Background: an optimization exercise with open tools, aiming at small area. Do not read the settings as production practice.
In this exercise RTL edits were held to simulation tests only and were not proved equivalent to the original.
The flow treats the clock pin as an ideal source, which a real chip does not have.
Power is estimated from default activity; no workload was simulated.

== lane 1 ==
// conv2d_3x3_fifo_full
module conv2d_3x3_fifo_full #(
    parameter IMG_W = 128,
    parameter PIXEL_BITS = 8
)(
    input clk,
    input rst_n,
    input [PIXEL_BITS-1:0] pixel_in,
    input pixel_valid,
    output reg [PIXEL_BITS-1:0] out_pixel,
    output reg out_valid
);
Settings: LEC_CHECK=0, CAP_MARGIN=20, CORE_MARGIN=2, CORE_UTILIZATION=60, SLEW_MARGIN=20; clock period 10.0 ns.
standard.sh (not shown) runs the stock make flow with config.mk's settings and CLKGATE_MAP_FILE= SYNTH_SCRIPT=/design/flow/synth_recipe.tcl, a recipe that flattens the netlist after the stock synthesis.
==> flow/flow/run.sh <==
#!/bin/bash
# The standard layout, with clock tree synthesis told to add no dummy loads
# and to cluster the flip-flops into larger groups per leaf buffer.
set -euo pipefail
export BUFFER_PORTS_ARGS="-buffer_cell sky130_fd_sc_hd__buf_1"
export CTS_ARGS="-sink_clustering_enable -repair_clock_nets -dont_use_dummy_load -sink_clustering_size 36 -sink_clustering_max_diameter 100 -buf_list sky130_fd_sc_hd__clkbuf_16"
bash standard.sh > standard.log 2>&1
diff inputs: lane 1 => lane 2
Settings: a change of SLEW_MARGIN from 20 to 0; a change of CAP_MARGIN from 20 to 0.
==> flow/flow/run.sh <==
#!/bin/bash
# The standard layout, with clock tree synthesis told to add no dummy loads
# and to cluster the flip-flops into larger groups per leaf buffer.
set -euo pipefail
export BUFFER_PORTS_ARGS="-buffer_cell sky130_fd_sc_hd__buf_1"
export CTS_ARGS="-sink_clustering_enable -repair_clock_nets -dont_use_dummy_load -sink_clustering_size 40 -sink_clustering_max_diameter 60 -buf_list sky130_fd_sc_hd__clkbuf_16"
bash standard.sh > standard.log 2>&1
- Lane 2 finished end to end and its layout was clean on timing, DRC and antenna.
- In lane 2, the post-detailed-routing wire length came out 2.7% above the value in lane 1.
- Lane 1 was smaller in final cell area than lane 2.
- Global-route usage: higher on lane 2
The following lists how lane 3 was set up differently from lane 2:
==> flow/flow/run.sh <==
#!/bin/bash
# The standard layout, with clock tree synthesis told to add no dummy loads
# and to cluster the flip-flops into larger groups per leaf buffer.
set -euo pipefail
export BUFFER_PORTS_ARGS="-buffer_cell sky130_fd_sc_hd__buf_1"
export CTS_ARGS="-sink_clustering_enable -repair_clock_nets -dont_use_dummy_load -sink_clustering_size 36 -sink_clustering_max_diameter 100 -buf_list sky130_fd_sc_hd__clkbuf_16"
bash standard.sh > standard.log 2>&1
==> notes.md <==
Lane 3: no failed stages, no open violations at the end
Delta (lane 3 minus lane 2): global-route track usage on met3 shows a reduction of 0.30 points, relative area of non-clock buffer cells in the final design saw little to no change, actual transition at the worst max-transition pin went down, total number of vias lost 411, fraction of power spent switching nets comparable.
Worst hold slack, lane 3 and lane 2: lower on lane 2
Comparing the two runs side by side, lane 3 comes out behind lane 2 on first-iteration DRC count.
On part of the power in combinational logic: between lane 3 and lane 2, it ends up higher for lane 3.
diff inputs: lane 3 => lane 4
Settings: changing CORE_UTILIZATION from 60 to 80.
==> notes.md <==
FAIL lane 4 @ detailed placement: tool exited with error
From lane 3 to lane 4 the numbers moved as follows: net count after synthesis roughly the same, post-synthesis xor/xnor area fraction held steady, fraction of the mapped netlist area in adder cells closely matched the old numbers.
Per the comparison of lane 4 with lane 3, vertical die dimension went down by 44 um; area after synthesis did not really move.
For the number of rows created at floorplan, lane 4 came in 16 lower than lane 3 did.
Comparing lane 3 against lane 4, there is no change at all in total of flip-flops plus latches after synthesis.
| detailed placer's ending HPWL | higher: lane 4 |
The following lists how lane 5 was set up differently from lane 4:
Settings: CORE_UTILIZATION changed from 80 to 60.
==> flow/flow/run.sh <==
#!/bin/bash
# The standard layout, with clock tree synthesis told to add no dummy loads
# and to cluster the flip-flops into larger groups per leaf buffer.
set -euo pipefail
export BUFFER_PORTS_ARGS="-buffer_cell sky130_fd_sc_hd__buf_1"
export CTS_ARGS="-sink_clustering_enable -repair_clock_nets -dont_use_dummy_load -sink_clustering_size 36 -sink_clustering_max_diameter 100 -buf_list sky130_fd_sc_hd__clkbuf_16 -tree_buf sky130_fd_sc_hd__clkbuf_8"
bash standard.sh > standard.log 2>&1
Findings:
- Looking at the reports, lane 5 completed the entire flow and the layout it produced met the timing, DRC and antenna checks.
- Sequential fraction of the synthesis area came out exactly the same in lane 4 and lane 5.
- Post-synthesis cell count came out exactly the same in lane 4 and lane 5.
- Detailed-placement wirelength estimate for lane 5: 27000 um down relative to lane 4
- Lane 5 vs. lane 4: site row count up 16; effective utilization at floorplan went down 20 points; routability congestion estimate from global placement moved down; net count after synthesis barely changed.

========
The RTL this note starts from:
==> flow/design.v <==
`timescale 1ns/1ps
module conv2d_3x3_fifo_full #(
    parameter IMG_W = 128,
    parameter PIXEL_BITS = 8
)(
    input clk,
    input rst_n,
    input [PIXEL_BITS-1:0] pixel_in,
    input pixel_valid,
    output [PIXEL_BITS-1:0] out_pixel,
    output reg out_valid
);
    localparam N = 2*IMG_W;
    reg [PIXEL_BITS-1:0] sr [1:N];
    integer k;
    always @(posedge clk) begin
        if (pixel_valid) begin
            sr[1] <= pixel_in;
            for (k = 2; k <= N; k = k + 1)
                sr[k] <= sr[k-1];
        end
    end
    reg [$clog2(IMG_W)-1:0] cnt;
    reg full1, full2;
    always @(posedge clk or negedge rst_n) begin
        if (!rst_n) begin
            cnt <= 0; full1 <= 0; full2 <= 0;
        end else if (pixel_valid && !full2) begin
            cnt <= cnt + 1'b1;
            if (&cnt) begin
                full1 <= 1'b1;
                full2 <= full1;
            end
        end
    end
    wire [PIXEL_BITS-1:0] mid = full1 ? sr[IMG_W] : 0;
    wire [PIXEL_BITS-1:0] bot = full2 ? sr[N]     : 0;
    wire [PIXEL_BITS+1:0] v0 = pixel_in + {mid, 1'b0} + bot;
    reg  [PIXEL_BITS+1:0] v1, v2;
    wire [PIXEL_BITS+2:0] s = {1'b0, v2} - {1'b0, v0};
    reg  [PIXEL_BITS-2:0] nxt, out;
    always @(posedge clk or negedge rst_n) begin
        if (!rst_n) begin
            v1 <= 0; v2 <= 0; nxt <= 0;
            out <= 0;
            out_valid <= 0;
        end else begin
            out_valid <= pixel_valid;
            if (pixel_valid) begin
                v1 <= v0;
                v2 <= v1;
                nxt <= s[PIXEL_BITS+2:4];
                out <= nxt;
            end
        end
    end
    assign out_pixel = {out[PIXEL_BITS-2], out};
endmodule
clock: 10.0 ns
lec_check: 0
cap_margin: 0
core_margin: 2
core_utilization: 55
slew_margin: 0
==> flow/flow/run.sh <==
#!/bin/bash
# The standard layout, with clock tree synthesis told to add no dummy loads
# and to cluster the flip-flops into larger groups per leaf buffer.
set -euo pipefail
export BUFFER_PORTS_ARGS="-buffer_cell sky130_fd_sc_hd__buf_1"
export CTS_ARGS="-sink_clustering_enable -repair_clock_nets -dont_use_dummy_load -sink_clustering_size 36 -sink_clustering_max_diameter 100 -buf_list sky130_fd_sc_hd__clkbuf_16"
bash standard.sh > standard.log 2>&1
The baseline finished clean.
Then changed:
CORE_UTILIZATION = 66   (was 55)
Result: The changed run passed the timing, DRC and antenna checks. Clock skew is lower by 0.0034 ns. Core utilization increases by 11 points. Die area decreases by about a fifth. Via count falls slightly. Combinational power climbs slightly. Area after synthesis is unchanged.
Then changed:
--- a/flow/flow/run.sh
+++ b/flow/flow/run.sh
@@ -3 +3,2 @@
-# and to cluster the flip-flops into larger groups per leaf buffer.
+# and to cluster the flip-flops into larger groups per leaf buffer; its
+# upper levels then use clkbuf_4 (post_cts.tcl).
@@ -5,0 +7 @@
+export POST_CTS_TCL=$PWD/flow/post_cts.tcl
==> flow/flow/post_cts.tcl (new file) <==
# The clock tree's upper levels drive only a few leaf buffers each: use
# clkbuf_4 for them in place of clkbuf_16. The leaf buffers stay clkbuf_16.
set n 0
foreach inst [[ord::get_db_block] getInsts] {
  set name [$inst getName]
  if {[$inst getMaster] ne "" && [[$inst getMaster] getName] eq "sky130_fd_sc_hd__clkbuf_16"
      && [string match "clkbuf_*" $name] && ![string match "clkbuf_leaf_*" $name]} {
    replace_cell $name sky130_fd_sc_hd__clkbuf_4
    incr n
  }
}
puts "post_cts: $n upper clock buffers now clkbuf_4"
estimate_parasitics -placement
CORE_UTILIZATION = 55   (was 66)
Outcome: The changed run finished with timing, DRC and antenna clean; hold slack improves by 0.020 ns; setup slack improves by 0.32 ns; sequential share of layout area goes down by 0.25 points; design area barely changes; non-clock buffer count is unchanged; first-iteration DRC count goes down by about 3.7%; combinational power goes down by about 1%; global-route usage goes down by 2.1 points; fmax goes up by about 6.5%; synthesized cell count stays the same; sequential power hardly moves.

========
Setup of v18:
conv2d_3x3_fifo_full, a different RTL version from the one above (not shown whole).
For scale: roughly 2300 cells after synthesis, roughly 2100 flip-flops, roughly 64000 um^2 of cells after synthesis.
export LEC_CHECK = 0
export CAP_MARGIN = 20
export CORE_MARGIN = 2
export CORE_UTILIZATION = 70
export CTS_BUF_LIST = sky130_fd_sc_hd__clkbuf_16
export CTS_CLUSTER_DIAMETER = 60
export CTS_CLUSTER_SIZE = 30
export SLEW_MARGIN = 20
create_clock -name core_clock -period 10.0 [get_ports {clk}]
run.sh (not shown) runs the stock make flow with config.mk's settings and CLKGATE_MAP_FILE= SYNTH_SCRIPT=/design/flow/synth_recipe.tcl, a recipe that flattens the netlist after the stock synthesis.
Stock flow here: none of the scripts above is used.
v18 has completed all stages; timing, DRC and antenna checks passed.
#### Input delta (v27 over v18)
Settings: swapping 30 for 34 in CTS_CLUSTER_SIZE; swapping 60 for 70 in CTS_CLUSTER_DIAMETER; swapping 70 for 60 in CORE_UTILIZATION.
- Relative to v18, number of global-route vias before repair has decreased by about 1.4% in v27.
- Tightest hold margin of v18 is on par with v27.
- Looking at sequential share of layout area, v27 sits 0.74 points above v18.
Changes in v15 relative to v27:
Settings: CTS_BUF_LIST changed from sky130_fd_sc_hd__clkbuf_16 to sky130_fd_sc_hd__clkbuf_8; CTS_CLUSTER_SIZE changed from 34 to 22; CTS_CLUSTER_DIAMETER changed from 70 to 60.
--- outcome ---
In the metrics for v27 and v15, the one carrying the higher post-route cell area is v27.
Side by side, met2 wirelength from detailed routing turned out higher in v15 than in v27.
Delta (v15 minus v27): total design power dropped 2.4%; worst relative slew slack grew by 7.5 points.
Fraction of the cycle the final worst path needs, v27 and v15: larger value in v27
Against v27, v15 reports a first-pass iteration count of the detailed router that is higher.
Sequential share of layout area: v27 and v15 compared, higher one is v15
Taking v27 as the reference, in v15 maximum level of the CTS H-tree +1, maximum frequency rose 2.6%, arrival time reported for the critical path endpoint stayed essentially flat.
Inputs modified between v15 and v51:
Settings: a deleted CTS_CLUSTER_DIAMETER that had been 60; a deleted CTS_BUF_LIST that had been sky130_fd_sc_hd__clkbuf_8; a deleted CTS_CLUSTER_SIZE that had been 22.
==> flow/flow/run.sh (new file) <==
#!/bin/bash
# The standard layout, with clock tree synthesis told to add no dummy loads
# and to cluster the flip-flops into larger groups per leaf buffer.
set -euo pipefail
export CTS_ARGS="-sink_clustering_enable -repair_clock_nets -dont_use_dummy_load -sink_clustering_size 36 -sink_clustering_max_diameter 100 -buf_list sky130_fd_sc_hd__clkbuf_16"
bash standard.sh > standard.log 2>&1
==> flow/standard.sh (new file) <==
#!/bin/bash
# synth_recipe.tcl (not shown) runs the flow's synth.tcl, then flattens the netlist and writes it again
# the make line also repeats each setting of config.mk as NAME=value (left out here)
make -C /OpenROAD-flow-scripts/flow DESIGN_CONFIG=/design/flow/config.mk WORK_HOME=/design/flow/orfs CLKGATE_MAP_FILE= SYNTH_SCRIPT=/design/flow/synth_recipe.tcl "${@:-finish}"
removed: flow/run.sh
Notes after the runs:
Max total met2 wirelength after detailed routing across v51 and v15: v15
v51 ended with less overall track demand over capacity in global routing than v15.
v51 vs. v15: clock-net power lost 21%, count of clock-buffer cells in the layout lost 78, wire length after detailed routing lost 3.1%, sequential share of cell area picked up an extra 1.7 points, final weighted congestion in routability-driven placement neither gained nor lost much.
Post-route worst hold slack on v51 is down relative to v15.
Post-synthesis to final-layout area growth: v51 lower than v15
Net total in the final layout ended up 2.9% lower on v51 than on v15.
In v51, the number of fill cells in the layout came out 80 above the value in v15.

separate check: timing with driven ports:
No port has a modelled driver above. Below, the same layouts with a new extraction and two added sets of constraints.
Step 1 (the two cells are an assumption about what drives the block):
set clk [get_ports {clk}]
set_driving_cell -lib_cell sky130_fd_sc_hd__clkbuf_16 $clk
set_driving_cell -lib_cell sky130_fd_sc_hd__buf_2 [delete_from_list [all_inputs] $clk]
Step 2 moves the port delays by t, midway between the first and last clock arrival at a register: inputs arrive t later, outputs are due t later. That takes back most of the time a late clock gives input paths.
a / b / c = ideal ports / drivers / drivers and shift; a / b = the first two.
| run | t, ns | slack for setup (ns) | cell pins on the clock port's net |
|---|---|---|---|
| lane 1 | 0.716 | 4.834 / 4.874 / 4.158 | 1 |
| lane 2 | 0.774 | 4.917 / 4.958 / 4.183 | 1 |
| lane 3 | 0.714 | 4.837 / 4.878 / 4.163 | 1 |
| lane 5 | 0.714 | 4.837 / 4.878 / 4.163 | 1 |
| the first run of note 2 | 0.695 | 4.715 / 4.761 / 4.066 | 1 |
| the second run of note 2 | 0.697 | 4.708 / 4.750 / 4.053 | 1 |
| the third run of note 2 | 1.043 | 5.033 / 5.073 / 4.029 | 1 |
| v18 | 0.762 | 4.497 / 4.538 / 3.775 | 1 |
| v27 | 0.756 | 4.537 / 4.585 / 3.828 | 1 |
| v15 | 0.881 | 4.673 / 4.717 / 3.836 | 1 |
| v51 | 0.712 | 4.504 / 4.550 / 3.838 | 1 |
After both steps every run listed still meets setup and hold. For the third run of note 2, which loses most, drivers alone change the setup slack by +0.040 ns; drivers and shift together by -1.004 ns.
